What follows belongs to an exercise in optimizing a design on an open flow for small area, a short achievable clock period and few clock cycles per item; a production flow would make more cautious choices. Function was checked by simulation only, so behaviour that the tests miss may differ from the original. Power figures rest on the tool's default switching activity, not on a simulated workload.

`flow/run.sh`:
```
#!/bin/bash
# The standard layout, with the port buffers made from buf_2 cells instead of the
# slow delay buffers buffer_ports picks by default.
set -euo pipefail
export BUFFER_PORTS_ARGS="-buffer_cell sky130_fd_sc_hd__buf_2"

bash standard.sh > standard.log 2>&1
```
`standard.sh`:
```
#!/bin/bash
# synth_recipe.tcl (not shown) runs the flow's synth.tcl, then flattens the netlist and writes it again
# the make line also repeats each setting of config.mk as NAME=value (left out here)
make -C /OpenROAD-flow-scripts/flow DESIGN_CONFIG=/design/flow/config.mk WORK_HOME=/design/flow/orfs CLKGATE_MAP_FILE= SYNTH_SCRIPT=/design/flow/synth_recipe.tcl "${@:-finish}"
```
`config.mk`:
```
export PLATFORM = sky130hd
export DESIGN_NAME = cordic
export DESIGN_NICKNAME = cordic
export VERILOG_FILES = /design/flow/design.v
export SDC_FILE = /design/flow/constraint.sdc
export NUM_CORES = 4
export LEC_CHECK = 0
export CAP_MARGIN = 20
export CORE_MARGIN = 2
export CORE_UTILIZATION = 70
export SETUP_SLACK_MARGIN = 0.8
export SLEW_MARGIN = 20
```
`constraint.sdc`:
```
create_clock -name core_clock -period 4.0 [get_ports {clk}]
set_input_delay 0.8000 -clock core_clock [delete_from_list [all_inputs] [get_ports {clk}]]
set_output_delay 0.8000 -clock core_clock [all_outputs]
set_load 0.01 [all_outputs]
```
`design.v`:
```
`timescale 1ns / 1ps
module cordic(
    input clk,
    input rst,                 
    input start,               
    input signed [7:0] xin,
    input signed [7:0] yin,
    input signed [7:0] angle,
    output reg signed [7:0] sine,
    output reg done
);
    reg signed [7:0] x, y, z;
    reg [6:0] ph;
    wire idle = ph[0];
    reg [7:0] xs, ys, at;
    integer j, k;
    always @(*) begin
        for (j = 0; j < 8; j = j + 1) begin
            xs[j] = idle & xin[j];
            ys[j] = idle & yin[j];
            for (k = 1; k < 7; k = k + 1) begin
                xs[j] = xs[j] | (ph[k] & x[(j + k > 7) ? 7 : j + k]);
                ys[j] = ys[j] | (ph[k] & y[(j + k > 7) ? 7 : j + k]);
            end
        end
        at = ({8{idle}} & 8'd50) | ({8{ph[1]}} & 8'd29) | ({8{ph[2]}} & 8'd15)
           | ({8{ph[3]}} & 8'd8) | ({8{ph[4]}} & 8'd4) | ({8{ph[5]}} & 8'd2)
           | ({8{ph[6]}} & 8'd1);
    end
    wire signed [7:0] xa = idle ? xin : x;
    wire signed [7:0] ya = idle ? yin : y;
    wire signed [7:0] za = idle ? angle : z;
    wire neg = za[7];
    function [7:0] addsub;
        input [7:0] a, b;
        input n;
        reg [7:0] bb, g, p, gg, pp, gn, pn;
        integer i, s;
        begin
            bb = b ^ {8{n}};
            g = a & bb;
            p = a ^ bb;
            gg = g;
            pp = p;
            gg[0] = g[0] | (p[0] & n);
            for (s = 1; s < 8; s = s * 2) begin
                gn = gg;
                pn = pp;
                for (i = s; i < 8; i = i + 1) begin
                    gn[i] = gg[i] | (pp[i] & gg[i - s]);
                    pn[i] = pp[i] & pp[i - s];
                end
                gg = gn;
                pp = pn;
            end
            addsub = p ^ {gg[6:0], n};
        end
    endfunction
    always @(posedge clk) begin
        x <= addsub(xa, ys, ~neg);
        y <= addsub(ya, xs, neg);
        z <= addsub(za, at, ~neg);
        done <= ph[6] & ~rst;
        if (rst)
            ph <= 7'b0000001;
        else if (idle)
            ph <= start ? 7'b0000010 : 7'b0000001;
        else
            ph <= {ph[5:0], ph[6]};
    end
    always @(*) sine = z[7] ? y - (x >>> 7) : y + (x >>> 7);
endmodule
```
==> results.ini, run 1 <==
[synthesis]
synthesis.nets = 382
synth_warnings = 1
post-synth-top-count-cell = xnor2_1
synth_area_mm2 = 0.00276
synth_top_cell_by_area = dfxtp_1
async_flop_share = 0
ys_seq_area_frac = 0.232
ys_ff_latch = 32
synth_enable_flop_cells = 0
synth.area.top_cells = dfxtp_1 (23%), ha_1 (13%), xnor2_1 (11%)
yosysTopAreaCellShare = 0.232
ys_types = 46
ys.flop_type = dfxtp_1
synth_commonest_cells = xnor2_1 (34), nand2_1 (33), dfxtp_1 (32)
synth_cells = 322
synth.avg_cell_area_um2 = 8.58

[sta]
period_minus_slack_ns = 3.01
fmax_mhz = 332
setup-tns-final_ns = 0
slew_headroom = 0.539
fin_crit_sh = 0.752
drv_slew = 0
final_hold_viol_count = 0
whs_ns = 0.589
rsz0062_at_grt = no
setup_viol = 0
skew_ns = 0.00488
fin_ws_ns = 0.991
worstMarginPinSlew_ns = 0.691

[worst_setup_path]
arrival_ns = 2.21
crit_fanout = 9
required_ns = 3.20
start_kind = flop
endpoint_kind = output port
critPathKind = flop to output port

[grt]
track_usage = 0.311
grt_pass1_wl_um = 10500
antenna_found_initial = 0
grt.overflow.total = 0
grt_max_degree = 50
grt_pass1_vias = 2255

[clock_tree]
insertion_delay_ns = 0.29
post_cts_buffers = 0
postCtsHoldBufs = 0
cts_tree = built
cts_sinks = 32
cts_repair_resize_count = 4
clockBufferDepth = 2
cts.reportedPaths.clkPinSlew_ns = 0.07
cts-root-buf = clkbuf_8
numCtsBuffers = 5
htreeDepth = 2

[drt]
final_antenna_net_count = 0
detail_route.wl_per_cell_um = 15.8
via_per_inst = 6.18
drc = 0
vias = 2454
wl_um = 6260
drt_iter0_markers = 422
dr.pass1.iters = 7

[place]
dpl.hpwl_um = 4620
dp_worst_setup_slack_ns = 0.699
gp_congestion = 0.890
io_buffers = 35

[floorplanning]
fp.dieW_um = 66.8
die_h_um = 66.8
coreArea_mm2 = 0.00372
dieArea_mm2 = 0.00446
start_util = 0.743
ioPinCount = 36
rows = 22

[power]
comb_power_share = 0.607
power_density_mw_per_mm2 = 790
power_uw = 2400
switchingPower_uw = 1050
total_leakage_power_uw = 0.00140
ir_drop_mv = 0.497
sw_frac_of_total = 0.438
clkPwrFrac = 0.131
p_int_uw = 1350
seq_power_share = 0.262

[run]
maxCapViolations = 0

[hold_path]
hold_class = flop to flop

[run_status]
status = timing/DRC/antenna clean

[final_layout]
drive_gt1_frac = 0.203
nets = 408
diodes = 0
layout-area-overhead-vs-synth_pct = 9.92

-- through the flow --
stage               area, µm²  utilization  cells
floorplan                2760            -    322
CTS                      3030        0.815    397
global placement         2910        0.783    389
finish                   3040        0.817    397
global route             3040        0.817    397
detailed placement       2910        0.783    389
-- cells in the final DEF, fill, tap and decap left out, types with 2 or more instances in the layout --
cell,n
o21bai_1,3
xor2_1,11
nand2_1,32
mux2i_1,5
xnor2_1,34
or2_2,2
nor2b_1,6
a222oi_1,10
ha_1,29
nor3_1,5
o21ai_0,17
buf_2,35
nand3_1,6
clkbuf_8,5
clkinvlp_4,2
a22oi_1,8
dfxtp_2,2
a21o_1,6
and2_1,6
nor2_1,12
nand4_1,4
inv_1,17
nand2b_1,2
a21oi_1,19
o21ai_1,3
o21a_1,2
fa_1,4
mux2_2,11
dfxtp_1,29
-- flip-flops by register name (all words and copies together) (netlist names) --
| name | count |
|---|---|
| done | 1 |
| y | 8 |
| z | 8 |
| ph | 7 |
| x | 8 |
-- worst max-delay path: stages (launching register included) --
cell,delay (ns)
dfxtp_2,0.43
nand2_4,0.12
ha_1,0.28
nor2b_1,0.13
o21ai_1,0.17
a21boi_0,0.13
o21ai_0,0.20
nor2b_1,0.18
xnor2_1,0.12
buf_2,0.14
-- final cells by class --
class	count	area, µm²
clock buffer	5	68.8
clock inverter	3	42.5
sequential	32	647
tap	48	60.1
multi-input combinational	255	1960
fill	271	679
inverter	18	71.3
timing repair buffer	36	183
-- cells by family (layout without fill, tap and decap cells) --
logic type      after synthesis  after routing  synth area share
compound gates               77             77             0.190
simple gates                 83             83             0.147
mux                          17             17            0.0679
buf+inv                      35             62            0.0598
xor+xnor                     45             45             0.143
flops                        32             32             0.232
fa+ha+maj                    33             33             0.160
-- power by group through the flow --
stage	combinational (µW)	clock, µW	sequential (µW)
finish	1460	314	630
global route	1630	329	641
CTS	1460	316	615
detailed placement	1440	0	614
global placement	1400	0	610
floorplan	1150	0	539
-- per-layer routing --
layer  track usage  vias to the layer above  wire length (µm)
met5             0                        -                 0
met4         0.110                        0               187
met3        0.0490                       18               461
met2         0.504                      128              2880
met1         0.416                     1120              2730
li1              -                     1188                 -
-- path summary, 6_finish.rpt --
check,start,cells past startpoint,slack [ns],to
worst max-delay path,z[7],9,0.99,sine[5]
worst min-delay path,x[0],2,0.59,x[0]
worst max register to register,z[7],9,1.24,z[6]
worst min register to register,x[0],2,0.59,x[0]
Testbench counts, summed over its fixed seeds: cycles 28,000, items 4,000.
==> run 2, diff against run 1 <==
--- a/flow/run.sh
+++ b/flow/run.sh
@@ -3,5 +3,5 @@
 # slow delay buffers buffer_ports picks by default.
 set -euo pipefail
 export BUFFER_PORTS_ARGS="-buffer_cell sky130_fd_sc_hd__buf_2"
-
+export ADDER_MAP_FILE=
 bash standard.sh > standard.log 2>&1
==> results.ini, run 2 <==
[run_status]
status = timing/DRC/antenna clean

[synthesis]
synth_commonest_cells = xnor2_1 (54), nand2_1 (36), dfxtp_1 (32)
synth_area_mm2 = 0.00290
yosysTopAreaCellShare = 0.221
async_flop_share = 0
ys.flop_type = dfxtp_1
synth_warnings = 1
synth.area.top_cells = dfxtp_1 (22%), xnor2_1 (16%), mux2i_1 (6.2%)
synth.avg_cell_area_um2 = 7.97
synth_top_cell_by_area = dfxtp_1
ys_ff_latch = 32
post-synth-top-count-cell = xnor2_1
synth_enable_flop_cells = 0
ys_types = 54
synthesis.nets = 391
synth_cells = 364
ys_seq_area_frac = 0.221

[floorplanning]
ioPinCount = 36
dieArea_mm2 = 0.00467
fp.dieW_um = 68.4
rows = 23
die_h_um = 68.4
start_util = 0.725
coreArea_mm2 = 0.00400

[sta]
fmax_mhz = 331
fin_crit_sh = 0.756
worstMarginPinSlew_ns = 0.718
skew_ns = 0.00733
slew_headroom = 0.520
period_minus_slack_ns = 3.02
drv_slew = 0
rsz0062_at_grt = no
setup_viol = 0
setup-tns-final_ns = 0
final_hold_viol_count = 0

[final_layout]
layout-area-overhead-vs-synth_pct = 9.10
fin_cells = 435
layout_commonest_cell = xnor2_1
fillers = 302
biggestRegsByFlops = x (8), y (8), z (8)
final_cell_mix = xnor2_1 (54), nand2_1 (36), buf_2 (35)
final_area_mm2 = 0.00316
diodes = 0
nets = 411
drive_gt1_frac = 0.192

[drt]
drc = 0
detail_route.wl_per_cell_um = 17.0
drt_iter0_markers = 319
final_antenna_net_count = 0
dr.pass1.iters = 8
vias = 2803
wl_um = 7380
via_per_inst = 6.44

[grt]
grt_pass1_vias = 2516
antenna_found_initial = 0
grt_max_degree = 26
grt.overflow.total = 0
track_usage = 0.344
grt_pass1_wl_um = 12000

[clock_tree]
postCtsHoldBufs = 0
cts_sinks = 32
cts_tree = built
numCtsBuffers = 5
clockBufferDepth = 2
htreeDepth = 2
insertion_delay_ns = 0.29
cts-root-buf = clkbuf_8
cts.reportedPaths.clkPinSlew_ns = 0.07

[power]
total_leakage_power_uw = 0.00128
power_density_mw_per_mm2 = 654
ir_drop_mv = 0.402

[hold_path]
hold_class = flop to flop
hold_path_end = x[0]
min_from = x[0]
min_path_cells = 2

[worst_setup_path]
critPathKind = input port to flop
start_kind = input port
ff2ff_path_depth = 10
arrival_ns = 3.24
crit_fanout = 10
r2r_setup_slack_ns = 0.98
r2r-start = ph[0]
required_ns = 4.22
endpoint_kind = flop
reg2reg_to = y[7]

[place]
gp_congestion = 0.909
placed_area_mm2 = 0.00304
dp.cells = 425
dpl.hpwl_um = 5290
io_buffers = 35

[run]
maxCapViolations = 0

-- run 2: cell types whose count changed in the layout (fill, tap and decap cells not counted), moves of 12 or more --
cell / before / now
xnor2_1: 34 / 54
inv_1: 17 / 5
mux2i_1: 5 / 18
nor2_1: 12 / 26
ha_1: 29 / 0
-- run 2: how the worst max path moves through the flow --
stage	slack, ns	depth (start not counted)	end	from
floorplan	0.94	10	y[7]	angle[7]
global placement	0.84	9	x[7]	angle[7]
detailed placement	0.76	10	y[7]	angle[7]
CTS	0.88	10	x[7]	ph[0]
global route	0.84	11	y[6]	angle[7]
finish	0.98	10	y[7]	angle[7]
-- run 2: power breakdown --
part / internal (µW) / switching [µW]
Clock: 140 / 128
Combinational: 546 / 574
Sequential: 449 / 231
Total: 1130 / 934
-- run 2: through the flow --
step / worst slack [ns] / total power [µW] / hold WS (ns) / utilization
4_1_cts: 0.879 / 2040 / 0.577 / 0.784
6_report: 0.977 / 2070 / 0.573 / 0.791
3_3_place_gp: 0.843 / 1740 / 0.528 / 0.761
3_5_place_dp: 0.760 / 1770 / 0.547 / 0.761
5_1_grt: 0.836 / 2230 / 0.614 / 0.791
2_1_floorplan: 0.944 / 1510 / 0.508 / -
-- run 2: kinds of logic after synthesis --
kind of cell / Yosys count / synth area share
AO/OA/AOI/OAI: 84 / 0.210
flip-flops: 32 / 0.221
buffers and inverters: 34 / 0.0526
AND/OR/NAND/NOR: 111 / 0.182
adder cells (fa/ha/maj): 9 / 0.0328
XOR/XNOR: 66 / 0.199
multiplexers: 28 / 0.102
-- run 2: cell type report --
type / instances / area [µm²] / area share
Clock buffer: 7 / 86.3 / 0.0273
Clock inverter: 1 / 7.51 / 0.00237
Inverter: 5 / 18.8 / 0.00593
Multi-Input combinational cell: 298 / 2110 / 0.668
Sequential cell: 32 / 644 / 0.204
Tap cell: 50 / 62.6 / 0.0198
Timing Repair Buffer: 42 / 231 / 0.0732
-- run 2: timing repair --
action,4_1_cts,5_1_grt
hold endpoints to repair,0,0
buffers inserted,0,2
resized for setup,0,3
setup endpoints to repair,0,5
-- run 2: critical path: stages --
cell and delay [ns]:
buf_2 0.15, mux2i_2 0.57, or4_1 0.26, a21oi_2 0.09
maj3_1 0.44, o211ai_1 0.27, a21o_1 0.19, a41oi_1 0.12
a31oi_1 0.21, xnor2_1 0.15
-- run 2: routing by layer --
layer	vias to the layer above	share of wire	track usage
met4	0	0.025	0.133
met5	-	0	0
li1	1344	-	-
met1	1280	0.43	0.452
met3	24	0.081	0.0576
met2	155	0.46	0.561
==> run 3, diff against run 2 <==
--- a/flow/run.sh
+++ b/flow/run.sh
@@ -3,5 +3,5 @@
 # slow delay buffers buffer_ports picks by default.
 set -euo pipefail
 export BUFFER_PORTS_ARGS="-buffer_cell sky130_fd_sc_hd__buf_2"
-export ADDER_MAP_FILE=
+
 bash standard.sh > standard.log 2>&1
--- a/config.mk
+++ b/config.mk
@@ -8,5 +8,6 @@
 export CAP_MARGIN = 20
 export CORE_MARGIN = 2
 export CORE_UTILIZATION = 70
+export PLACE_DENSITY = 0.85
 export SETUP_SLACK_MARGIN = 0.8
 export SLEW_MARGIN = 20
==> results.ini, run 3 <==
[clock_tree]
post_cts_buffers = 0
htreeDepth = 2
insertion_delay_ns = 0.29
cts_sinks = 32
cts.reportedPaths.clkPinSlew_ns = 0.07
cts_repair_resize_count = 3
cts-root-buf = clkbuf_8
cts_tree = built
numCtsBuffers = 5
clockBufferDepth = 2
postCtsHoldBufs = 0

[worst_setup_path]
cp_slowest_cell = fa_1
critPathBufInv = 2
start_kind = input port
critPathKind = input port to flop
crit_chain = buf_2, mux2_2, inv_1, xnor2_1, fa_1, a21o_1, a21oi_1, o21bai_1, a21oi_1, xnor2_1
endpoint_kind = flop
arrival_ns = 3.27
max_stage_delay_ns = 0.46
crit_fanout = 11
r2r_setup_slack_ns = 1.10
required_ns = 4.22
cp_top_family = compound AO/OA/AOI/OAI gates

[grt]
grt.overflow.total = 0
antenna_found_initial = 0
track_usage = 0.308
grt_max_degree = 50
grt_pass1_wl_um = 10400
grt_pass1_vias = 2281

[hold_path]
hold_class = flop to flop

[drt]
final_antenna_net_count = 0
vias = 2426
wl_um = 6170
via_per_inst = 6.11
detail_route.wl_per_cell_um = 15.5
drc = 0
drt_iter0_markers = 453
dr.pass1.iters = 7

[floorplanning]
ioPinCount = 36
rows = 22
fp.dieW_um = 66.8
die_h_um = 66.8
dieArea_mm2 = 0.00446
coreArea_mm2 = 0.00372
start_util = 0.743

[final_layout]
nets = 408
biggestRegsByFlops = x (8), y (8), z (8)
final_cell_mix = buf_2 (35), xnor2_1 (34), nand2_1 (32)
diodes = 0
drive_gt1_frac = 0.198
final_area_mm2 = 0.00303
layout-area-overhead-vs-synth_pct = 9.83
layout_commonest_cell = buf_2

[place]
dpl.hpwl_um = 4540
io_buffers = 35
placed_area_mm2 = 0.00291
gp_congestion = 0.872

[power]
total_leakage_power_uw = 0.00140
switchingPower_uw = 1050
ir_drop_mv = 0.435
power_density_mw_per_mm2 = 790
seq_power_share = 0.263
comb_power_share = 0.605
p_int_uw = 1350
clkPwrFrac = 0.131
sw_frac_of_total = 0.437

[synthesis]
ys_seq_area_frac = 0.232
async_flop_share = 0
yosysTopAreaCellShare = 0.232
synth_area_mm2 = 0.00276
synth_top_cell_by_area = dfxtp_1
ys_ff_latch = 32
synth_cells = 322
synth_warnings = 1
synth_enable_flop_cells = 0
ys.flop_type = dfxtp_1
synthesis.nets = 382
synth_commonest_cells = xnor2_1 (34), nand2_1 (33), dfxtp_1 (32)
ys_types = 46
post-synth-top-count-cell = xnor2_1
synth.area.top_cells = dfxtp_1 (23%), ha_1 (13%), xnor2_1 (11%)
synth.avg_cell_area_um2 = 8.58

[sta]
final_hold_viol_count = 0
setup-tns-final_ns = 0
fmax_mhz = 328
slew_headroom = 0.526
rsz0062_at_grt = no
skew_ns = 0.00419
period_minus_slack_ns = 3.05
worstMarginPinSlew_ns = 0.710
fin_crit_sh = 0.762
drv_slew = 0
setup_viol = 0

[run]
maxCapViolations = 0

[run_status]
status = timing/DRC/antenna clean

-- run 3: changes by cell type after synthesis, sizes merged, moves of 6 or more --
cell / previous run / this run
a22oi: 14 / 8
nor3: 11 / 5
clkbuf: 17 / 8
inv: 5 / 18
maj3: 9 / 0
mux2i: 19 / 6
xnor2: 54 / 34
nor2: 26 / 12
ha: 0 / 29
-- run 3: stage by stage --
stage	hold WS (ns)	instances	total power [µW]	worst slack [ns]	util
floorplan	0.512	322	1690	1.10	-
global placement	0.549	389	2010	0.788	0.782
detailed placement	0.558	389	2060	0.681	0.782
CTS	0.594	397	2390	0.823	0.814
global route	0.624	397	2630	0.813	0.816
finish	0.597	397	2400	0.953	0.816
-- run 3: per-layer routing --
| metal | track usage | share of wire | vias up |
|---|---|---|---|
| li1 | - | - | 1188 |
| met1 | 0.398 | 0.42 | 1111 |
| met2 | 0.503 | 0.47 | 109 |
| met3 | 0.0726 | 0.088 | 18 |
| met4 | 0.105 | 0.017 | 0 |
| met5 | 0 | 0 | - |
-- run 3: cell type report --
type	instances	area [µm²]
clock buffer	5	68.8
clock inverter	3	42.5
fill	251	682
inverter	18	67.6
multi-input combinational	255	1960
sequential	32	648
tap	48	60.1
timing repair buffer	36	183
-- run 3: logic make-up after synthesis --
group,after synthesis,share of synthesized area
compound gates,77,0.190
mux,17,0.0679
fa+ha+maj,33,0.160
buf+inv,35,0.0598
xor+xnor,45,0.143
flops,32,0.232
simple gates,83,0.147
-- run 3: path summary, 6_finish.rpt --
check	startpoint	endpoint	depth (start not counted)
setup / recovery	angle[7]	y[6]	10
hold / removal	x[0]	x[0]	2
setup reg to reg	ph[0]	y[6]	9
hold reg to reg	x[0]	x[0]	2
-- run 3: power by group through the flow --
stage / logic (µW) / clock network, µW / registers, µW
6_report: 1450 / 315 / 631
5_1_grt: 1650 / 336 / 642
4_1_cts: 1460 / 318 / 613
3_5_place_dp: 1440 / 0 / 616
3_3_place_gp: 1400 / 0 / 611
2_1_floorplan: 1150 / 0 / 539
-- run 3: worst reg2reg max path, delay by kind of cell (launching register included) --
kind	cells	cell delay, ns
buf+inv	1	0.45
flops	1	0.40
fa+ha+maj	1	0.46
compound gates	4	0.69
mux	1	0.47
xor+xnor	2	0.37
==> run 4, diff against run 3 <==
--- a/config.mk
+++ b/config.mk
@@ -8,6 +8,5 @@
 export CAP_MARGIN = 20
 export CORE_MARGIN = 2
 export CORE_UTILIZATION = 70
-export PLACE_DENSITY = 0.85
-export SETUP_SLACK_MARGIN = 0.8
+export SETUP_SLACK_MARGIN = 1.0
 export SLEW_MARGIN = 20
==> results.ini, run 4 <==
[drt]
vias = 2513
final_antenna_net_count = 0
detail_route.wl_per_cell_um = 16.3
via_per_inst = 6.20
wl_um = 6590
dr.pass1.iters = 6
drc = 0
drt_iter0_markers = 500

[synthesis]
async_flop_share = 0
ys_ff_latch = 32
synth-adder-area-share = 0.160
synth_top_cell_by_area = dfxtp_1
synth_compound_area_frac = 0.190
synthMuxAreaShare = 0.0679
synthesis.nets = 382
synth_area_mm2 = 0.00276
synth-xor-area-share = 0.143
synth_cells = 322
synth_commonest_cells = xnor2_1 (34), nand2_1 (33), dfxtp_1 (32)
ys_types = 46
synth.area.top_cells = dfxtp_1 (23%), ha_1 (13%), xnor2_1 (11%)
synth.avg_cell_area_um2 = 8.58
post-synth-top-count-cell = xnor2_1
synth_warnings = 1
ys.flop_type = dfxtp_1
yosys.area_share.simple = 0.147
ys_seq_area_frac = 0.232
synth_enable_flop_cells = 0
synth_top_family_by_area = compound AO/OA/AOI/OAI gates
yosysTopAreaCellShare = 0.232

[sta]
rsz0062_at_grt = yes
skew_ns = 0.00454
setup-tns-final_ns = 0
period_minus_slack_ns = 2.92
fmax_mhz = 343
whs_ns = 0.580
final_hold_viol_count = 0
drv_slew = 0
setup_viol = 0
worstMarginPinSlew_ns = 0.683
slew_headroom = 0.544
fin_crit_sh = 0.729

[worst_setup_path]
cp_top_family = compound AO/OA/AOI/OAI gates
cp_slowest_cell = dfxtp_4
crit_chain = nand2_4, ha_1, nor2b_1, o21ai_1, a21boi_1, o21ai_1, nor2b_1, xnor2_1, buf_2
critPathBufInv = 1
endpoint_kind = output port
start_kind = flop
arrival_ns = 2.12
critPathKind = flop to output port
crit_fanout = 9
required_ns = 3.20
max_stage_delay_ns = 0.41

[hold_path]
hold_class = flop to flop

[run_status]
status = timing/DRC/antenna clean

[final_layout]
utilization = 0.837
nets = 416
drive_gt1_frac = 0.227
biggestRegsByFlops = x (8), y (8), z (8)
diodes = 0
layout-area-overhead-vs-synth_pct = 12.6
layout_commonest_cell = buf_2
final_cell_mix = buf_2 (35), xnor2_1 (34), nand2_1 (32)

[clock_tree]
numCtsBuffers = 5
htreeDepth = 2
clockBufferDepth = 2
cts-root-buf = clkbuf_8
insertion_delay_ns = 0.29
cts.reportedPaths.clkPinSlew_ns = 0.07
postCtsHoldBufs = 0
cts_tree = built
cts_sinks = 32

[floorplanning]
dieArea_mm2 = 0.00446
ioPinCount = 36
die_h_um = 66.8
start_util = 0.743
rows = 22
coreArea_mm2 = 0.00372
fp.dieW_um = 66.8

[grt]
grt_max_degree = 50
grt_pass1_vias = 2271
grt_pass1_wl_um = 10600
antenna_found_initial = 0
grt.overflow.total = 0
track_usage = 0.312

[place]
gp_congestion = 0.890
dpl.hpwl_um = 4620
io_buffers = 35

[power]
ir_drop_mv = 0.507
power_density_mw_per_mm2 = 799
total_leakage_power_uw = 0.00143
power_uw = 2490

[run]
maxCapViolations = 0

[run 4: cell counts after synthesis]
No cell type changed its count.
[run 4: layer usage]
layer,share of wire,GRT usage
met2,0.46,0.514
met4,0.028,0.110
met1,0.44,0.412
met3,0.068,0.0490
met5,0,0
[run 4: timing repair]
item / in CTS / in global routing
buffers inserted: 0 / 7
gates resized for setup: 8 / 4
endpoints found under the setup margin: 6 / 7
hold endpoints to repair: 0 / 0
cloned: 0 / 1
pin swaps: 0 / 0
[run 4: path summary, 6_finish.rpt]
kind	start	end	slack (ns)	cells past startpoint
worst max-delay path	x[7]	sine[5]	1.08	9
worst min-delay path	x[0]	x[0]	0.58	2
worst max register to register	ph[0]	x[6]	1.24	9
worst min register to register	x[0]	x[0]	0.58	2
[run 4: stage by stage]
step	instance area, µm²	cells	worst slack, ns
4_1_cts	3040	397	0.985
3_5_place_dp	2910	389	0.699
5_1_grt	3110	405	0.968
6_report	3110	405	1.08
2_1_floorplan	2760	322	1.10
3_3_place_gp	2910	389	0.764
[run 4: where the power goes]
group	switching [µW]	internal (µW)
Combinational	789	748
Sequential	171	462
Clock	130	184
[run 4: kinds of logic (layout without fill, tap and decap cells)]
logic type	count (synthesis)	after routing
adders and majority gates	33	33
xor gates and xnor gates	45	45
buffers and inverters	35	70
AOI/OAI and AO/OA	77	77
DFF	32	32
and+or+nand+nor	83	83
muxes	17	17
[run 4: final cells by class]
class / count / area [µm²]
repair buffers: 43 / 235
inverters: 18 / 71.3
fillers: 256 / 604
multi-input cells: 255 / 1980
clock buffers: 5 / 68.8
repair inverters: 1 / 5.00
flip-flops and latches: 32 / 649
clock inverters: 3 / 42.5
well taps: 48 / 60.1
[run 4: worst min-delay path: cells and delay by family (launching register included)]
kind	cells	cell delay, ns
XOR/XNOR	1	0.14
flip-flops	1	0.31
multiplexers	1	0.10
==> run 5, diff against run 4 <==
--- a/config.mk
+++ b/config.mk
@@ -10,3 +10,4 @@
 export CORE_UTILIZATION = 70
 export SETUP_SLACK_MARGIN = 1.0
 export SLEW_MARGIN = 20
+export TNS_END_PERCENT = 5
==> results.ini, run 5 <==
[run_status]
status = timing/DRC/antenna clean

[floorplanning]
start_util = 0.743
dieArea_mm2 = 0.00446
fp.dieW_um = 66.8
ioPinCount = 36
coreArea_mm2 = 0.00372
rows = 22
die_h_um = 66.8

[power]
total_leakage_power_uw = 0.00143
ir_drop_mv = 0.505
power_density_mw_per_mm2 = 794
power_uw = 2460

[synthesis]
ys_seq_area_frac = 0.232
synth_top_family_by_area = compound AO/OA/AOI/OAI gates
synth-xor-area-share = 0.143
synth_top_cell_by_area = dfxtp_1
synth_commonest_cells = xnor2_1 (34), nand2_1 (33), dfxtp_1 (32)
ys.flop_type = dfxtp_1
ys_types = 46
synth-adder-area-share = 0.160
synthMuxAreaShare = 0.0679
yosys.area_share.simple = 0.147
synth_area_mm2 = 0.00276
ys_ff_latch = 32
synth_compound_area_frac = 0.190
yosysTopAreaCellShare = 0.232
synth.avg_cell_area_um2 = 8.58
synth.area.top_cells = dfxtp_1 (23%), ha_1 (13%), xnor2_1 (11%)
post-synth-top-count-cell = xnor2_1
synthesis.nets = 382
async_flop_share = 0
synth_warnings = 1
synth_enable_flop_cells = 0
synth_cells = 322

[place]
dp_worst_setup_slack_ns = 0.699
dp.cells = 389
io_buffers = 35
gp_congestion = 0.890
dpl.hpwl_um = 4620

[final_layout]
utilization = 0.833
layout-area-overhead-vs-synth_pct = 12.1
nets = 416
layout_commonest_cell = buf_2
diodes = 0
biggestRegsByFlops = x (8), y (8), z (8)
fin_cells = 405
drive_gt1_frac = 0.221
final_cell_mix = buf_2 (35), xnor2_1 (34), nand2_1 (32)

[grt]
track_usage = 0.312
grt.overflow.total = 0
grt_pass1_wl_um = 10600
grt_max_degree = 50
grt_pass1_vias = 2271
antenna_found_initial = 0

[clock_tree]
numCtsBuffers = 5
clockBufferDepth = 2
cts-root-buf = clkbuf_8
cts_sinks = 32
cts.reportedPaths.clkPinSlew_ns = 0.07
cts_tree = built
postCtsHoldBufs = 0
htreeDepth = 2
insertion_delay_ns = 0.29

[drt]
vias = 2501
dr.pass1.iters = 5
via_per_inst = 6.18
drc = 0
drt_iter0_markers = 516
wl_um = 6500
detail_route.wl_per_cell_um = 16.1
final_antenna_net_count = 0

[sta]
fin_crit_sh = 0.735
slew_headroom = 0.546
skew_ns = 0.00444
fmax_mhz = 340
final_hold_viol_count = 0
setup-tns-final_ns = 0
drv_slew = 0
rsz0062_at_grt = yes
setup_viol = 0
worstMarginPinSlew_ns = 0.680
fin_ws_ns = 1.06
period_minus_slack_ns = 2.94

[worst_setup_path]
endpoint_kind = output port
r2r-start = ph[0]
required_ns = 3.20
start_kind = flop
reg2reg_to = x[6]
critPathKind = flop to output port
crit_fanout = 9
ff2ff_path_depth = 9
arrival_ns = 2.14
r2r_setup_slack_ns = 1.24

[run]
maxCapViolations = 0

[hold_path]
min_from = x[0]
hold_class = flop to flop
min_path_cells = 2
hold_path_end = x[0]

-- run 5: cell counts after synthesis --
No cell type changed its count.
-- run 5: final cells by class --
type | count | area [µm²]
clock buffers | 5 | 68.8
well taps | 48 | 60.1
flip-flops and latches | 32 | 649
fillers | 260 | 619
inverters | 18 | 71.3
repair inverters | 1 | 5.00
clock inverters | 3 | 42.5
multi-input cells | 255 | 1960
repair buffers | 43 | 235
-- run 5: what timing repair did --
item	in CTS	in global routing
gates cloned	0	1
setup buffers	0	7
pin swaps	0	0
gates resized for setup	8	2
endpoints found under the setup margin	6	7
-- run 5: critical path, stage by stage, from the launching register on --
cell and delay (ns):
dfxtp_4 0.41, nand2_4 0.11, ha_1 0.33, nor2b_1 0.14, o21ai_0 0.14, nand2b_1 0.10, a21o_1 0.18, a21oi_1 0.17
xnor2_1 0.13, buf_2 0.14
-- run 5: report_power, final --
part | switching (µW) | internal, µW
sequential | 169 | 462
clock | 130 | 184
combinational | 779 | 735
total | 1080 | 1380
-- run 5: logic make-up after synthesis --
family | Yosys count
muxes | 17
DFF | 32
AOI/OAI and AO/OA | 77
adders and majority gates | 33
xor gates and xnor gates | 45
buffers and inverters | 35
and+or+nand+nor | 83
-- run 5: worst max path at each step --
stage | start | endpoint | slack (ns) | cells past startpoint
2_1_floorplan | angle[7] | y[6] | 1.10 | 11
3_3_place_gp | angle[7] | z[6] | 0.76 | 10
3_5_place_dp | angle[7] | z[6] | 0.70 | 10
4_1_cts | x[7] | sine[5] | 0.99 | 9
5_1_grt | x[7] | sine[6] | 0.97 | 9
6_report | x[7] | sine[6] | 1.06 | 9
-- run 5: routing by layer --
metal  wire, µm  GRT usage
met5          0          0
met4        201      0.110
met3        590     0.0490
met2       2980      0.514
met1       2730      0.412
-- run 5: stage by stage --
stage                     area [µm²]  hold WS (ns)
after floorplan                 2760         0.512
after global placement          2910         0.549
after detailed placement        2910         0.558
after CTS                       3040         0.576
after global routing            3100         0.616
final                           3100         0.575
==> run 6, diff against run 5 <==
--- a/config.mk
+++ b/config.mk
@@ -8,6 +8,5 @@
 export CAP_MARGIN = 20
 export CORE_MARGIN = 2
 export CORE_UTILIZATION = 70
-export SETUP_SLACK_MARGIN = 1.0
+export SETUP_SLACK_MARGIN = 1.2
 export SLEW_MARGIN = 20
-export TNS_END_PERCENT = 5
==> results.ini, run 6 <==
[run_status]
status = timing/DRC/antenna clean

[worst_setup_path]
r2r-start = ph[5]
max_stage_delay_ns = 0.37
r2r_setup_slack_ns = 1.10
cp_top_family = adder cells
critPathKind = flop to output port
crit_fanout = 2
endpoint_kind = output port
cp-endpoint = sine[6]
crit_chain = inv_1, ha_4, fa_2, nor2b_1, o21ai_1, nand2b_1, a21o_1, a21oi_2, xnor2_1, buf_2
required_ns = 3.20
ff2ff_path_depth = 9
critPathBufInv = 2
crit_start = y[0]
start_kind = flop
reg2reg_to = y[6]
arrival_ns = 2.15
cp_slowest_cell = fa_2
cp_num_cells = 10

[synthesis]
synth.area.top_cells = dfxtp_1 (23%), ha_1 (13%), xnor2_1 (11%)
synth.avg_cell_area_um2 = 8.58
synth_cells = 322
ys_ff_latch = 32
synth_area_mm2 = 0.00276
synth_top_cell_by_area = dfxtp_1
synth_commonest_cells = xnor2_1 (34), nand2_1 (33), dfxtp_1 (32)
ys.flop_type = dfxtp_1
synthesis.nets = 382
ys_seq_area_frac = 0.232
yosysTopAreaCellShare = 0.232
synth_enable_flop_cells = 0
ys_types = 46
async_flop_share = 0
synth_warnings = 1
post-synth-top-count-cell = xnor2_1

[grt]
grt_pass1_wl_um = 12600
antenna_found_initial = 0
grt.overflow.total = 0
grt_pass1_vias = 2708
track_usage = 0.376
grt_max_degree = 31

[floorplanning]
die_h_um = 66.8
dieArea_mm2 = 0.00446
fp.dieW_um = 66.8
coreArea_mm2 = 0.00372
start_util = 0.743
ioPinCount = 36
rows = 22

[final_layout]
nets = 434
fillers = 152
drive_gt1_frac = 0.325
utilization = 0.916
diodes = 0
biggestRegsByFlops = x (8), y (8), z (8)
layout-area-overhead-vs-synth_pct = 23.3
final_cell_mix = buf_2 (35), xnor2_1 (34), nand2_1 (31)
layout_commonest_cell = buf_2

[clock_tree]
insertion_delay_ns = 0.29
numCtsBuffers = 5
cts_sinks = 32
cts.reportedPaths.clkPinSlew_ns = 0.08
htreeDepth = 2
cts_tree = built
cts-root-buf = clkbuf_8
clockBufferDepth = 2
postCtsHoldBufs = 0

[power]
total_leakage_power_uw = 0.00155
seq_power_share = 0.220
switchingPower_uw = 1420
sw_frac_of_total = 0.458
ir_drop_mv = 0.544
p_int_uw = 1690
power_density_mw_per_mm2 = 913
clkPwrFrac = 0.104
comb_power_share = 0.676

[drt]
drc = 0
via_per_inst = 6.87
final_antenna_net_count = 0
detail_route.wl_per_cell_um = 22.5
dr.pass1.iters = 11
drt_iter0_markers = 568
wl_um = 9530
vias = 2904

[sta]
whs_ns = 0.600
final_hold_viol_count = 0
fmax_mhz = 339
drv_slew = 0
worstMarginPinSlew_ns = 0.568
fin_crit_sh = 0.737
period_minus_slack_ns = 2.95
setup-tns-final_ns = 0
skew_ns = 0.00696
setup_viol = 0
rsz0062_at_grt = yes
slew_headroom = 0.619

[hold_path]
hold_class = flop to flop

[place]
dpl.hpwl_um = 4760
gp_congestion = 0.883
io_buffers = 35

[run]
maxCapViolations = 0

## run 6: worst min path at each step
stage,slack [ns],endpoint,cells past startpoint,from
floorplan,0.51,x[0],2,x[0]
CTS,0.58,x[0],2,x[0]
global route,0.62,done,1,ph[6]
finish,0.60,ph[5],1,ph[4]
global placement,0.54,x[0],2,x[0]
detailed placement,0.56,x[0],2,x[0]
## run 6: cell type report
type | instances | area, µm² | area share
multi-input cells | 256 | 2110 | 0.620
clock inverters | 3 | 42.5 | 0.0125
flip-flops and latches | 32 | 661 | 0.194
inverters | 18 | 71.3 | 0.0209
clock buffers | 5 | 68.8 | 0.0202
repair buffers | 61 | 389 | 0.114
well taps | 48 | 60.1 | 0.0176
## run 6: kinds of logic (layout without fill, tap and decap cells)
| family | Yosys count | in the layout | share of synthesized area |
|---|---|---|---|
| xor+xnor | 45 | 45 | 0.143 |
| buf+inv | 35 | 87 | 0.0598 |
| fa+ha+maj | 33 | 33 | 0.160 |
| compound gates | 77 | 77 | 0.190 |
| mux | 17 | 17 | 0.0679 |
| flops | 32 | 32 | 0.232 |
| simple gates | 83 | 84 | 0.147 |
## run 6: timing repair
| action | in CTS | in global routing |
|---|---|---|
| endpoints found under the setup margin | 14 | 13 |
| cloned | 1 | 0 |
| buffers inserted | 17 | 8 |
| gates resized for setup | 17 | 32 |
| pin swaps | 6 | 10 |
## run 6: metrics by stage
stage / instances / instance area (µm²) / total power (µW) / worst slack (ns)
global placement: 389 / 2910 / 2020 / 0.760
detailed placement: 389 / 2910 / 2080 / 0.684
floorplan: 322 / 2770 / 1690 / 1.20
CTS: 415 / 3220 / 2660 / 1.16
global route: 423 / 3410 / 3290 / 0.598
finish: 423 / 3410 / 3110 / 1.05
## run 6: power groups by stage
stage               registers [µW]  logic, µW  clock network (µW)
floorplan                      539       1150                   0
global placement               619       1400                   0
detailed placement             622       1460                   0
CTS                            628       1710                 316
global route                   680       2280                 330
finish                         683       2100                 323
## run 6: layer usage
layer	share of wire	vias up	wire length, µm	global-route usage
li1	-	1241	-	-
met1	0.36	1316	3420	0.444
met2	0.45	255	4250	0.626
met3	0.12	92	1120	0.0676
met4	0.078	0	739	0.232
met5	0	-	0	0
## run 6: worst reg2reg max path, delay by kind of cell (launching register included)
kind | cells | cell delay, ns
muxes | 1 | 0.31
adders and majority gates | 1 | 0.45
DFF | 1 | 0.45
xor gates and xnor gates | 1 | 0.13
and+or+nand+nor | 1 | 0.32
AOI/OAI and AO/OA | 5 | 1.18
==> run 7, diff against run 6 <==
==> config.mk (replaced) <==
export PLATFORM = sky130hd
export DESIGN_NAME = cordic
export DESIGN_NICKNAME = cordic
export VERILOG_FILES = /design/flow/design.v
export SDC_FILE = /design/flow/constraint.sdc
export NUM_CORES = 4
export LEC_CHECK = 0
export CAP_MARGIN = 5
export CORE_MARGIN = 2
export CORE_UTILIZATION = 70
export SETUP_SLACK_MARGIN = 1.0
export SLEW_MARGIN = 5
==> results.ini, run 7 <==
[run_status]
status = timing/DRC/antenna clean

[place]
io_buffers = 35
gp_congestion = 0.890
dpl.hpwl_um = 4620
dp.cells = 389

[floorplanning]
rows = 22
dieArea_mm2 = 0.00446
die_h_um = 66.8
start_util = 0.743
coreArea_mm2 = 0.00372
ioPinCount = 36
fp.dieW_um = 66.8

[grt]
grt_max_degree = 50
track_usage = 0.312
grt_pass1_wl_um = 10600
grt_pass1_vias = 2271
antenna_found_initial = 0
grt.overflow.total = 0

[sta]
skew_ns = 0.00454
worstMarginPinSlew_ns = 0.683
slew_headroom = 0.544
rsz0062_at_grt = yes
period_minus_slack_ns = 2.92
drv_slew = 0
setup_viol = 0
final_hold_viol_count = 0
fmax_mhz = 343
setup-tns-final_ns = 0
fin_crit_sh = 0.729

[synthesis]
async_flop_share = 0
ys_ff_latch = 32
synth_commonest_cells = xnor2_1 (34), nand2_1 (33), dfxtp_1 (32)
ys_types = 46
synth_top_cell_by_area = dfxtp_1
synth.area.top_cells = dfxtp_1 (23%), ha_1 (13%), xnor2_1 (11%)
yosysTopAreaCellShare = 0.232
synth_enable_flop_cells = 0
synth_cells = 322
synth_warnings = 1
synthesis.nets = 382
post-synth-top-count-cell = xnor2_1
synth.avg_cell_area_um2 = 8.58
synth_area_mm2 = 0.00276
ys_seq_area_frac = 0.232
ys.flop_type = dfxtp_1

[final_layout]
drive_gt1_frac = 0.227
fillers = 256
layout_commonest_cell = buf_2
nets = 416
diodes = 0
biggestRegsByFlops = x (8), y (8), z (8)
layout-area-overhead-vs-synth_pct = 12.6
fin_cells = 405
final_cell_mix = buf_2 (35), xnor2_1 (34), nand2_1 (32)
utilization = 0.837

[worst_setup_path]
critPathKind = flop to output port
max_stage_delay_ns = 0.41
critPathBufInv = 1
cp_top_family = compound AO/OA/AOI/OAI gates
required_ns = 3.20
endpoint_kind = output port
start_kind = flop
crit_fanout = 9
arrival_ns = 2.12
cp_slowest_cell = dfxtp_4
crit_chain = nand2_4, ha_1, nor2b_1, o21ai_1, a21boi_1, o21ai_1, nor2b_1, xnor2_1, buf_2

[drt]
wl_um = 6590
detail_route.wl_per_cell_um = 16.3
via_per_inst = 6.20
dr.pass1.iters = 6
final_antenna_net_count = 0
drc = 0
drt_iter0_markers = 500
vias = 2513

[clock_tree]
insertion_delay_ns = 0.29
clockBufferDepth = 2
cts.reportedPaths.clkPinSlew_ns = 0.07
cts_tree = built
cts-root-buf = clkbuf_8
cts_sinks = 32
postCtsHoldBufs = 0
htreeDepth = 2
numCtsBuffers = 5

[run]
maxCapViolations = 0

[power]
total_leakage_power_uw = 0.00143
ir_drop_mv = 0.507
power_density_mw_per_mm2 = 799

[hold_path]
hold_class = flop to flop

## run 7: cell count changes in the layout (fill, tap and decap cells not counted), sizes merged
cell      before  now
nand2         35   34
buf           61   43
clkinvlp       2    3
## run 7: final cells by class
| type | count | area, µm² | area share |
|---|---|---|---|
| clock buffer | 5 | 68.8 | 0.0221 |
| clock inverter | 3 | 42.5 | 0.0137 |
| inverter | 18 | 71.3 | 0.0229 |
| multi-input combinational | 255 | 1980 | 0.636 |
| sequential | 32 | 649 | 0.209 |
| tap | 48 | 60.1 | 0.0193 |
| timing repair buffer | 43 | 235 | 0.0756 |
| timing repair inverter | 1 | 5.00 | 0.00161 |
## run 7: worst paths after layout
kind,from,to,slack [ns],depth (start not counted)
max reg2reg,ph[0],x[6],1.24,9
min,x[0],x[0],0.58,2
min reg2reg,x[0],x[0],0.58,2
max,x[7],sine[5],1.08,9
## run 7: kinds of logic after synthesis
logic type,Yosys count,synth area share
compound gates,77,0.190
xor+xnor,45,0.143
fa+ha+maj,33,0.160
buf+inv,35,0.0598
flops,32,0.232
mux,17,0.0679
simple gates,83,0.147
## run 7: report_power, final
group          internal, µW  switching (µW)
Sequential              462             171
Clock                   184             130
Combinational           748             789
Total                  1390            1090
## run 7: stage by stage
| step | setup WS (ns) | power (µW) | hold slack (ns) | instance area, µm² |
|---|---|---|---|---|
| after CTS | 0.985 | 2400 | 0.576 | 3040 |
| after global routing | 0.968 | 2680 | 0.616 | 3110 |
| after detailed placement | 0.699 | 2060 | 0.558 | 2910 |
| final | 1.08 | 2490 | 0.580 | 3110 |
| after floorplan | 1.10 | 1690 | 0.512 | 2760 |
| after global placement | 0.764 | 2010 | 0.549 | 2910 |
## run 7: repair_timing
action                     4_1_cts  5_1_grt
setup endpoints to repair        6        7
cloned                           0        1
setup buffers                    0        7
gates resized for setup          8        4
## run 7: routing by layer
| layer | global-route usage | up-vias | part of all wire |
|---|---|---|---|
| met5 | 0 | - | 0 |
| met4 | 0.110 | 0 | 0.028 |
| met3 | 0.0490 | 18 | 0.068 |
| met2 | 0.514 | 121 | 0.46 |
| met1 | 0.412 | 1168 | 0.44 |
| li1 | - | 1206 | - |
## run 7: tightest hold or removal path: cells and delay by family (launching register included)
| family | cells | cell delay (ns) |
|---|---|---|
| xor+xnor | 1 | 0.14 |
| flops | 1 | 0.31 |
| mux | 1 | 0.10 |
==> run 8, diff against run 7 <==
--- a/design.v
+++ b/design.v
@@ -46,9 +46,11 @@
             for (s = 1; s < 8; s = s * 2) begin
                 gn = gg;
                 pn = pp;
-                for (i = s; i < 8; i = i + 1) begin
-                    gn[i] = gg[i] | (pp[i] & gg[i - s]);
-                    pn[i] = pp[i] & pp[i - s];
+                for (i = 0; i < 8; i = i + 1) begin
+                    if ((i & s) != 0) begin
+                        gn[i] = gg[i] | (pp[i] & gg[(i & ~(s - 1)) - 1]);
+                        pn[i] = pp[i] & pp[(i & ~(s - 1)) - 1];
+                    end
                 end
                 gg = gn;
                 pp = pn;
--- a/config.mk
+++ b/config.mk
@@ -5,8 +5,8 @@
 export SDC_FILE = /design/flow/constraint.sdc
 export NUM_CORES = 4
 export LEC_CHECK = 0
-export CAP_MARGIN = 5
+export CAP_MARGIN = 20
 export CORE_MARGIN = 2
 export CORE_UTILIZATION = 70
 export SETUP_SLACK_MARGIN = 1.0
-export SLEW_MARGIN = 5
+export SLEW_MARGIN = 20
==> results.ini, run 8 <==
[grt]
grt_max_degree = 49
grt.overflow.total = 0
antenna_found_initial = 0
grt_pass1_wl_um = 9820
grt_pass1_vias = 2125
track_usage = 0.301

[sta]
setup_viol = 0
fmax_mhz = 344
whs_ns = 0.589
rsz0062_at_grt = yes
worstMarginPinSlew_ns = 0.677
final_hold_viol_count = 0
skew_ns = 0.00223
setup-tns-final_ns = 0
drv_slew = 0
fin_ws_ns = 1.10
slew_headroom = 0.539
period_minus_slack_ns = 2.90
fin_crit_sh = 0.726

[clock_tree]
numCtsBuffers = 5
cts_tree = built
clockBufferDepth = 2
insertion_delay_ns = 0.29
cts-root-buf = clkbuf_8
postCtsHoldBufs = 0
cts.reportedPaths.clkPinSlew_ns = 0.07
cts_sinks = 32
htreeDepth = 2

[synthesis]
synth.area.top_cells = dfxtp_1 (24%), ha_1 (10%), fa_1 (7.6%)
synth_enable_flop_cells = 0
synth.avg_cell_area_um2 = 8.85
async_flop_share = 0
synth_area_mm2 = 0.00263
ys_ff_latch = 32
post-synth-top-count-cell = dfxtp_1
ys.flop_type = dfxtp_1
ys_seq_area_frac = 0.244
synth_cells = 297
synth_commonest_cells = dfxtp_1 (32), inv_1 (25), nand2_1 (25)
ys_types = 40
synth_top_cell_by_area = dfxtp_1
yosysTopAreaCellShare = 0.244
synth_warnings = 1
synthesis.nets = 356

[final_layout]
register_area_um2 = 649
drive_gt1_frac = 0.187
fillers = 269
biggestRegsByFlops = x (8), y (8), z (8)
utilization = 0.826
final_cell_mix = buf_2 (36), dfxtp_1 (29), inv_1 (25)
nets = 390
diodes = 0
multi_input_area_mm2 = 0.00186
layout-area-overhead-vs-synth_pct = 14.2
layout_commonest_cell = buf_2

[worst_setup_path]
critPathKind = flop to output port
required_ns = 3.20
cp_slowest_cell = dfxtp_4
endpoint_kind = output port
critPathBufInv = 1
crit_start = z[7]
r2r_setup_slack_ns = 1.25
cp-endpoint = sine[7]
start_kind = flop
crit_chain = nand2_4, ha_1, a21o_1, a41o_1, o41a_1, xnor2_1, buf_2
r2r-start = ph[6]
arrival_ns = 2.10
ff2ff_path_depth = 9
reg2reg_to = x[7]
cp_num_cells = 7
max_stage_delay_ns = 0.38
cp_top_family = compound AO/OA/AOI/OAI gates
crit_fanout = 8

[place]
io_buffers = 35
dp_worst_setup_slack_ns = 0.933
gp_congestion = 0.933
dpl.hpwl_um = 4250

[floorplanning]
ioPinCount = 36
coreArea_mm2 = 0.00363
fp.dieW_um = 65.3
die_h_um = 65.3
dieArea_mm2 = 0.00426
start_util = 0.723
rows = 22

[drt]
final_antenna_net_count = 0
drc = 0
dr.pass1.iters = 7
vias = 2237
wl_um = 5930
detail_route.wl_per_cell_um = 15.6
drt_iter0_markers = 146
via_per_inst = 5.89

[hold_path]
min_from = z[0]
hold_class = flop to flop

[power]
power_uw = 2390
ir_drop_mv = 0.350
total_leakage_power_uw = 0.00140
power_density_mw_per_mm2 = 796

[run_status]
status = timing/DRC/antenna clean

[run]
maxCapViolations = 0

-- run 8: stage by stage --
| stage | instances | cell area [µm²] |
|---|---|---|
| 4_1_cts | 375 | 2960 |
| 6_report | 380 | 3000 |
| 5_1_grt | 380 | 3000 |
| 3_5_place_dp | 367 | 2830 |
| 3_3_place_gp | 367 | 2830 |
| 2_1_floorplan | 297 | 2640 |
-- run 8: report_power, final --
group	internal (µW)	switching [µW]
Sequential	460	155
Combinational	699	763
Clock	184	128
-- run 8: worst min path at each step --
stage | slack (ns) | end | depth (start not counted)
final | 0.59 | z[0] | 3
after floorplan | 0.53 | x[0] | 2
after global placement | 0.55 | x[0] | 2
after CTS | 0.59 | z[0] | 3
after global routing | 0.62 | x[0] | 2
after detailed placement | 0.58 | x[0] | 2
-- run 8: kinds of logic (layout without fill, tap and decap cells) --
kind of cell	after synthesis	in the layout	synth area share
mux	21	21	0.0866
simple gates	74	74	0.137
fa+ha+maj	32	32	0.181
compound gates	60	60	0.168
buf+inv	40	75	0.0581
xor+xnor	38	38	0.127
flops	32	32	0.244
-- run 8: cell type report --
| cell class | count | share of cell area |
|---|---|---|
| Multi-Input combinational cell | 225 | 0.619 |
| Sequential cell | 32 | 0.216 |
| Timing Repair Buffer | 42 | 0.0763 |
| Inverter | 25 | 0.0313 |
| Clock buffer | 5 | 0.0229 |
| Tap cell | 48 | 0.0200 |
| Clock inverter | 3 | 0.0142 |
-- run 8: timing repair --
item	in CTS	in global routing
resized for setup	6	3
setup buffers	0	5
pin swaps	0	2
endpoints found under the setup margin	4	5
-- run 8: tightest hold or removal path: stages, from the launching register on --
cell     delay [ns]
dfxtp_1        0.31
mux2i_1        0.07
o21ai_1        0.10
nand2_1        0.06
-- run 8: per-layer routing --
metal	global-route usage	routed length [µm]	vias up
met5	0	0	-
met4	0.122	89	0
met3	0.0582	443	8
met2	0.481	2820	104
met1	0.401	2570	1006
li1	-	-	1119
Testbench counts of run 8, summed over its fixed seeds: cycles 28,000, items 4,000.
==> run 9, diff against run 8 <==
--- a/config.mk
+++ b/config.mk
@@ -8,5 +8,5 @@
 export CAP_MARGIN = 20
 export CORE_MARGIN = 2
 export CORE_UTILIZATION = 70
-export SETUP_SLACK_MARGIN = 1.0
+export SETUP_SLACK_MARGIN = 0.8
 export SLEW_MARGIN = 20
==> results.ini, run 9 <==
[floorplanning]
die_h_um = 65.3
ioPinCount = 36
coreArea_mm2 = 0.00363
dieArea_mm2 = 0.00426
rows = 22
start_util = 0.723
fp.dieW_um = 65.3

[synthesis]
ys_ff_latch = 32
synth-adder-area-share = 0.181
synth_commonest_cells = dfxtp_1 (32), inv_1 (25), nand2_1 (25)
async_flop_share = 0
synth_cells = 297
synth_compound_area_frac = 0.168
yosysTopAreaCellShare = 0.244
ys_types = 40
synth-xor-area-share = 0.127
synth.avg_cell_area_um2 = 8.85
synth_top_cell_by_area = dfxtp_1
synth_enable_flop_cells = 0
synth_top_family_by_area = adder cells
ys.flop_type = dfxtp_1
synth.area.top_cells = dfxtp_1 (24%), ha_1 (10%), fa_1 (7.6%)
synth_warnings = 1
ys_seq_area_frac = 0.244
synth_area_mm2 = 0.00263
post-synth-top-count-cell = dfxtp_1
synthMuxAreaShare = 0.0866
synthesis.nets = 356
yosys.area_share.simple = 0.137

[sta]
setup_viol = 0
fmax_mhz = 328
final_hold_viol_count = 0
setup-tns-final_ns = 0
fin_ws_ns = 0.955
slew_headroom = 0.604
worstMarginPinSlew_ns = 0.593
rsz0062_at_grt = no
drv_slew = 0
skew_ns = 0.00410
period_minus_slack_ns = 3.05
fin_crit_sh = 0.761

[grt]
grt.overflow.total = 0
grt_pass1_vias = 2226
track_usage = 0.301
grt_max_degree = 20
grt_pass1_wl_um = 9940
antenna_found_initial = 0

[final_layout]
diodes = 0
final_cell_mix = buf_2 (35), dfxtp_1 (29), inv_1 (25)
layout_commonest_cell = buf_2
nets = 386
layout-area-overhead-vs-synth_pct = 12.3
fillers = 262
biggestRegsByFlops = x (8), y (8), z (8)
fin_cells = 376
utilization = 0.812
drive_gt1_frac = 0.171

[worst_setup_path]
ff2ff_path_depth = 9
start_kind = flop
critPathKind = flop to output port
r2r-start = ph[0]
cp_top_family = compound AO/OA/AOI/OAI gates
reg2reg_to = x[5]
crit_fanout = 8
crit_chain = nand2_2, ha_1, a21o_1, a41o_1, o41a_1, xnor2_1, buf_2
critPathBufInv = 1
required_ns = 3.20
cp_slowest_cell = dfxtp_2
endpoint_kind = output port
arrival_ns = 2.25
max_stage_delay_ns = 0.41
r2r_setup_slack_ns = 1.21

[drt]
via_per_inst = 6.09
wl_met1_um = 2480
wl_met3_um = 432
vias = 2288
topRoutingLayerUsed = met4
drt_iter0_markers = 186
detail_route.wl_per_cell_um = 15.4
wl_um = 5800
final_antenna_net_count = 0
dr.pass1.iters = 6
met2_length_um = 2780
drc = 0

[place]
io_buffers = 35
dpl.hpwl_um = 4310
dp.cells = 368
dp_worst_setup_slack_ns = 0.982
gp_congestion = 0.868

[clock_tree]
clockBufferDepth = 2
htreeDepth = 2
cts_sinks = 32
numCtsBuffers = 5
insertion_delay_ns = 0.29
cts.reportedPaths.clkPinSlew_ns = 0.07
cts-root-buf = clkbuf_8
postCtsHoldBufs = 0
cts_tree = built

[hold_path]
min_path_cells = 2
min_from = x[0]
hold_class = flop to flop
hold_path_end = x[0]

[power]
power_uw = 2360
total_leakage_power_uw = 0.00138
power_density_mw_per_mm2 = 798
ir_drop_mv = 0.468

[run]
maxCapViolations = 0

[run_status]
status = timing/DRC/antenna clean

==> run 9: where the power goes <==
part / internal [µW] / switching (µW)
logic: 666 / 743
registers: 458 / 170
clock network: 187 / 132
==> run 9: worst register-to-register path: stages (launching register included) <==
cell      delay (ns)
dfxtp_2         0.57
mux2i_2         0.25
buf_4           0.32
xor2_1          0.30
ha_1            0.29
nor2b_1         0.16
o21ai_0         0.15
nand2b_1        0.09
fa_1            0.38
xor2_1          0.15
==> run 9: how the worst max path moves through the flow <==
stage | from | cells after the start | endpoint | slack, ns
after global placement | angle[7] | 10 | x[5] | 1.02
after floorplan | angle[7] | 9 | y[5] | 0.98
final | z[7] | 7 | sine[7] | 0.95
after global routing | z[7] | 8 | sine[7] | 0.81
after detailed placement | angle[7] | 10 | x[5] | 0.98
after CTS | z[7] | 7 | sine[7] | 0.84
==> run 9: final cells by class <==
cell class / count / area [µm²] / area share
flip-flops and latches: 32 / 647 / 0.219
repair buffers: 38 / 198 / 0.0670
clock buffers: 5 / 68.8 / 0.0233
well taps: 48 / 60.1 / 0.0203
clock inverters: 3 / 46.3 / 0.0157
multi-input cells: 225 / 1840 / 0.623
inverters: 25 / 93.8 / 0.0318
==> run 9: metal layers <==
metal	up-vias	GRT usage
met5	-	0
met4	0	0.104
met3	17	0.0753
met2	114	0.500
met1	1050	0.379
li1	1107	-
==> run 9: stage by stage <==
stage / area [µm²] / hold slack [ns]
final: 2950 / 0.569
after global placement: 2830 / 0.544
after global routing: 2950 / 0.614
after detailed placement: 2830 / 0.570
after floorplan: 2630 / 0.529
after CTS: 2950 / 0.584
==> run 9: what timing repair did <==
item                                    CTS  global route
cloned                                    0             0
hold endpoints to repair                  0             0
resized for setup                         2             2
setup buffers                             0             0
endpoints found under the setup margin    2             2
==> run 9: kinds of logic after synthesis <==
logic type / count (synthesis)
XOR/XNOR: 38
flip-flops: 32
AND/OR/NAND/NOR: 74
buffers and inverters: 40
adder cells (fa/ha/maj): 32
AO/OA/AOI/OAI: 60
multiplexers: 21
==> run 10, diff against run 9 <==
--- a/config.mk
+++ b/config.mk
@@ -8,5 +8,5 @@
 export CAP_MARGIN = 20
 export CORE_MARGIN = 2
 export CORE_UTILIZATION = 70
-export SETUP_SLACK_MARGIN = 0.8
+export SETUP_SLACK_MARGIN = 1.1
 export SLEW_MARGIN = 20
==> results.ini, run 10 <==
[run_status]
status = timing/DRC/antenna clean

[clock_tree]
cts-root-buf = clkbuf_8
numCtsBuffers = 5
insertion_delay_ns = 0.29
htreeDepth = 2
clockBufferDepth = 2
cts_tree = built
postCtsHoldBufs = 0
cts_sinks = 32
cts.reportedPaths.clkPinSlew_ns = 0.07

[drt]
final_antenna_net_count = 0
detail_route.wl_per_cell_um = 16.9
via_per_inst = 6.08
drc = 0
wl_um = 6460
dr.pass1.iters = 5
drt_iter0_markers = 233
vias = 2330

[final_layout]
final_cell_mix = buf_2 (35), inv_1 (25), nand2_1 (24)
register_area_um2 = 662
multi_input_area_mm2 = 0.00191
nets = 393
fillers = 228
layout_commonest_cell = buf_2
drive_gt1_frac = 0.224
layout-area-overhead-vs-synth_pct = 17.2
biggestRegsByFlops = x (8), y (8), z (8)
diodes = 0
fin_cells = 383
final_area_mm2 = 0.00308

[power]
total_leakage_power_uw = 0.00141
comb_power_share = 0.642
clkPwrFrac = 0.102
seq_power_share = 0.256
switchingPower_uw = 1130
sw_frac_of_total = 0.453
ir_drop_mv = 0.363
power_density_mw_per_mm2 = 811
p_int_uw = 1370

[synthesis]
async_flop_share = 0
synth_top_cell_by_area = dfxtp_1
ys_ff_latch = 32
ys.flop_type = dfxtp_1
ys_seq_area_frac = 0.244
synthesis.nets = 356
yosysTopAreaCellShare = 0.244
synth_cells = 297
post-synth-top-count-cell = dfxtp_1
synth.area.top_cells = dfxtp_1 (24%), ha_1 (10%), fa_1 (7.6%)
synth_commonest_cells = dfxtp_1 (32), inv_1 (25), nand2_1 (25)
ys_types = 40
synth_area_mm2 = 0.00263
synth_enable_flop_cells = 0
synth.avg_cell_area_um2 = 8.85
synth_warnings = 1

[worst_setup_path]
r2r-start = ph[6]
required_ns = 3.20
start_kind = flop
endpoint_kind = output port
r2r_setup_slack_ns = 1.17
cp-endpoint = sine[6]
crit_start = y[0]
crit_fanout = 2
critPathKind = flop to output port
reg2reg_to = y[7]
ff2ff_path_depth = 9
arrival_ns = 2.08

[place]
placed_area_mm2 = 0.00283
dp.cells = 367
io_buffers = 35
dpl.hpwl_um = 4380
gp_congestion = 0.930

[grt]
antenna_found_initial = 0
grt_pass1_wl_um = 10200
grt_pass1_vias = 2205
grt_max_degree = 29
grt.overflow.total = 0
track_usage = 0.310

[sta]
setup_viol = 0
drv_slew = 0
fin_crit_sh = 0.720
slew_headroom = 0.591
rsz0062_at_grt = yes
setup-tns-final_ns = 0
final_hold_viol_count = 0
skew_ns = 0.00532
fmax_mhz = 347
period_minus_slack_ns = 2.88
worstMarginPinSlew_ns = 0.612

[floorplanning]
coreArea_mm2 = 0.00363
die_h_um = 65.3
fp.dieW_um = 65.3
rows = 22
dieArea_mm2 = 0.00426
ioPinCount = 36
start_util = 0.723

[hold_path]
hold_class = flop to flop

[run]
maxCapViolations = 0

run 10: worst min path at each step:
| stage | from | end | depth (start not counted) |
|---|---|---|---|
| 2_1_floorplan | x[0] | x[0] | 2 |
| 3_3_place_gp | x[0] | x[0] | 2 |
| 3_5_place_dp | x[0] | x[0] | 2 |
| 4_1_cts | x[0] | x[0] | 2 |
| 5_1_grt | ph[3] | ph[4] | 1 |
| 6_report | x[0] | x[0] | 2 |
run 10: cell families (layout without fill, tap and decap cells):
logic type      count (synthesis)  in the layout  synth area share
compound gates                 60             60             0.168
xor+xnor                       38             38             0.127
fa+ha+maj                      32             32             0.181
buf+inv                        40             78            0.0581
flops                          32             32             0.244
mux                            21             21            0.0866
simple gates                   74             74             0.137
run 10: power by group through the flow:
stage | Combinational, µW | Clock (µW) | Sequential [µW]
CTS | 1450 | 256 | 612
floorplan | 1110 | 0 | 532
global route | 1790 | 270 | 652
global placement | 1350 | 0 | 624
detailed placement | 1390 | 0 | 625
finish | 1600 | 256 | 640
run 10: per-layer routing:
layer	vias to the layer above	GRT usage	routed length [µm]
li1	1120	-	-
met1	1079	0.396	2710
met2	116	0.514	3130
met3	15	0.0616	502
met4	0	0.120	116
met5	-	0	0
run 10: through the flow:
step | hold WS (ns) | power [µW] | setup slack (ns) | utilization
CTS | 0.564 | 2320 | 1.08 | 0.815
global placement | 0.549 | 1970 | 1.05 | 0.780
detailed placement | 0.550 | 2020 | 0.994 | 0.780
floorplan | 0.529 | 1640 | 1.16 | -
finish | 0.560 | 2500 | 1.12 | 0.848
global route | 0.598 | 2710 | 1.04 | 0.848
run 10: what timing repair did:
| item | in CTS | in global routing |
|---|---|---|
| setup endpoints to repair | 4 | 14 |
| gates resized for setup | 6 | 15 |
| pin swaps | 1 | 7 |
| buffers inserted | 3 | 5 |
run 10: final cells by class:
cell class / count / area share
Timing Repair Buffer: 45 / 0.0865
Tap cell: 48 / 0.0195
Clock inverter: 3 / 0.00771
Sequential cell: 32 / 0.215
Clock buffer: 5 / 0.0223
Inverter: 25 / 0.0305
Multi-Input combinational cell: 225 / 0.619
run 10: critical path: stages, from the launching register on:
cell	delay, ns
dfxtp_2	0.34
inv_1	0.05
ha_2	0.20
fa_2	0.37
nor2b_1	0.12
o21ai_1	0.12
a21boi_2	0.19
mux2i_1	0.21
nand2_1	0.06
buf_2	0.14

## re-timing with driven ports
How much do the figures lean on ideal ports? The routed layouts below were timed once more, with nothing changed but the port constraints.
Step 1 sets driving cells, clkbuf_16 on the clock port and buf_2 on the other inputs (assumed; they add their load-dependent delay and slew).
Step 2, shift: input delay + t, output delay - t, t = (earliest + latest rising clock arrival at the registers) / 2. This alone moves slack from input paths to output paths.
Three values: ideal ports, drivers, drivers and shift; two values: the first two.
run	shift t [ns]	setup slack, ns	hold slack, ns	worst slew at a driven data input, ns	pins driven straight from the clock port
run 1	0.314	0.991 / 0.962 / 0.750	0.589 / 0.589 / 0.589	0.03	1
run 2	0.314	0.977 / 0.981 / 0.674	0.573 / 0.573 / 0.573	0.03	1
run 3	0.316	0.953 / 0.949 / 0.648	0.597 / 0.597 / 0.597	0.03	1
run 4	0.315	1.084 / 1.055 / 0.859	0.580 / 0.580 / 0.580	0.03	1
run 5	0.316	1.060 / 1.030 / 0.861	0.575 / 0.575 / 0.575	0.03	1
run 6	0.321	1.053 / 1.023 / 0.995	0.600 / 0.600 / 0.600	0.07	1
run 7	0.315	1.084 / 1.055 / 0.859	0.580 / 0.580 / 0.580	0.03	1
run 8	0.317	1.096 / 1.067 / 0.904	0.589 / 0.589 / 0.589	0.03	1
run 9	0.314	0.955 / 0.927 / 0.943	0.569 / 0.569 / 0.569	0.04	1
run 10	0.311	1.120 / 1.093 / 1.045	0.560 / 0.560 / 0.560	0.03	1
After both steps setup and hold are still met in every run listed. The setup slack of run 3, which loses most, moves by -0.004 ns with the drivers and by -0.305 ns with both steps.
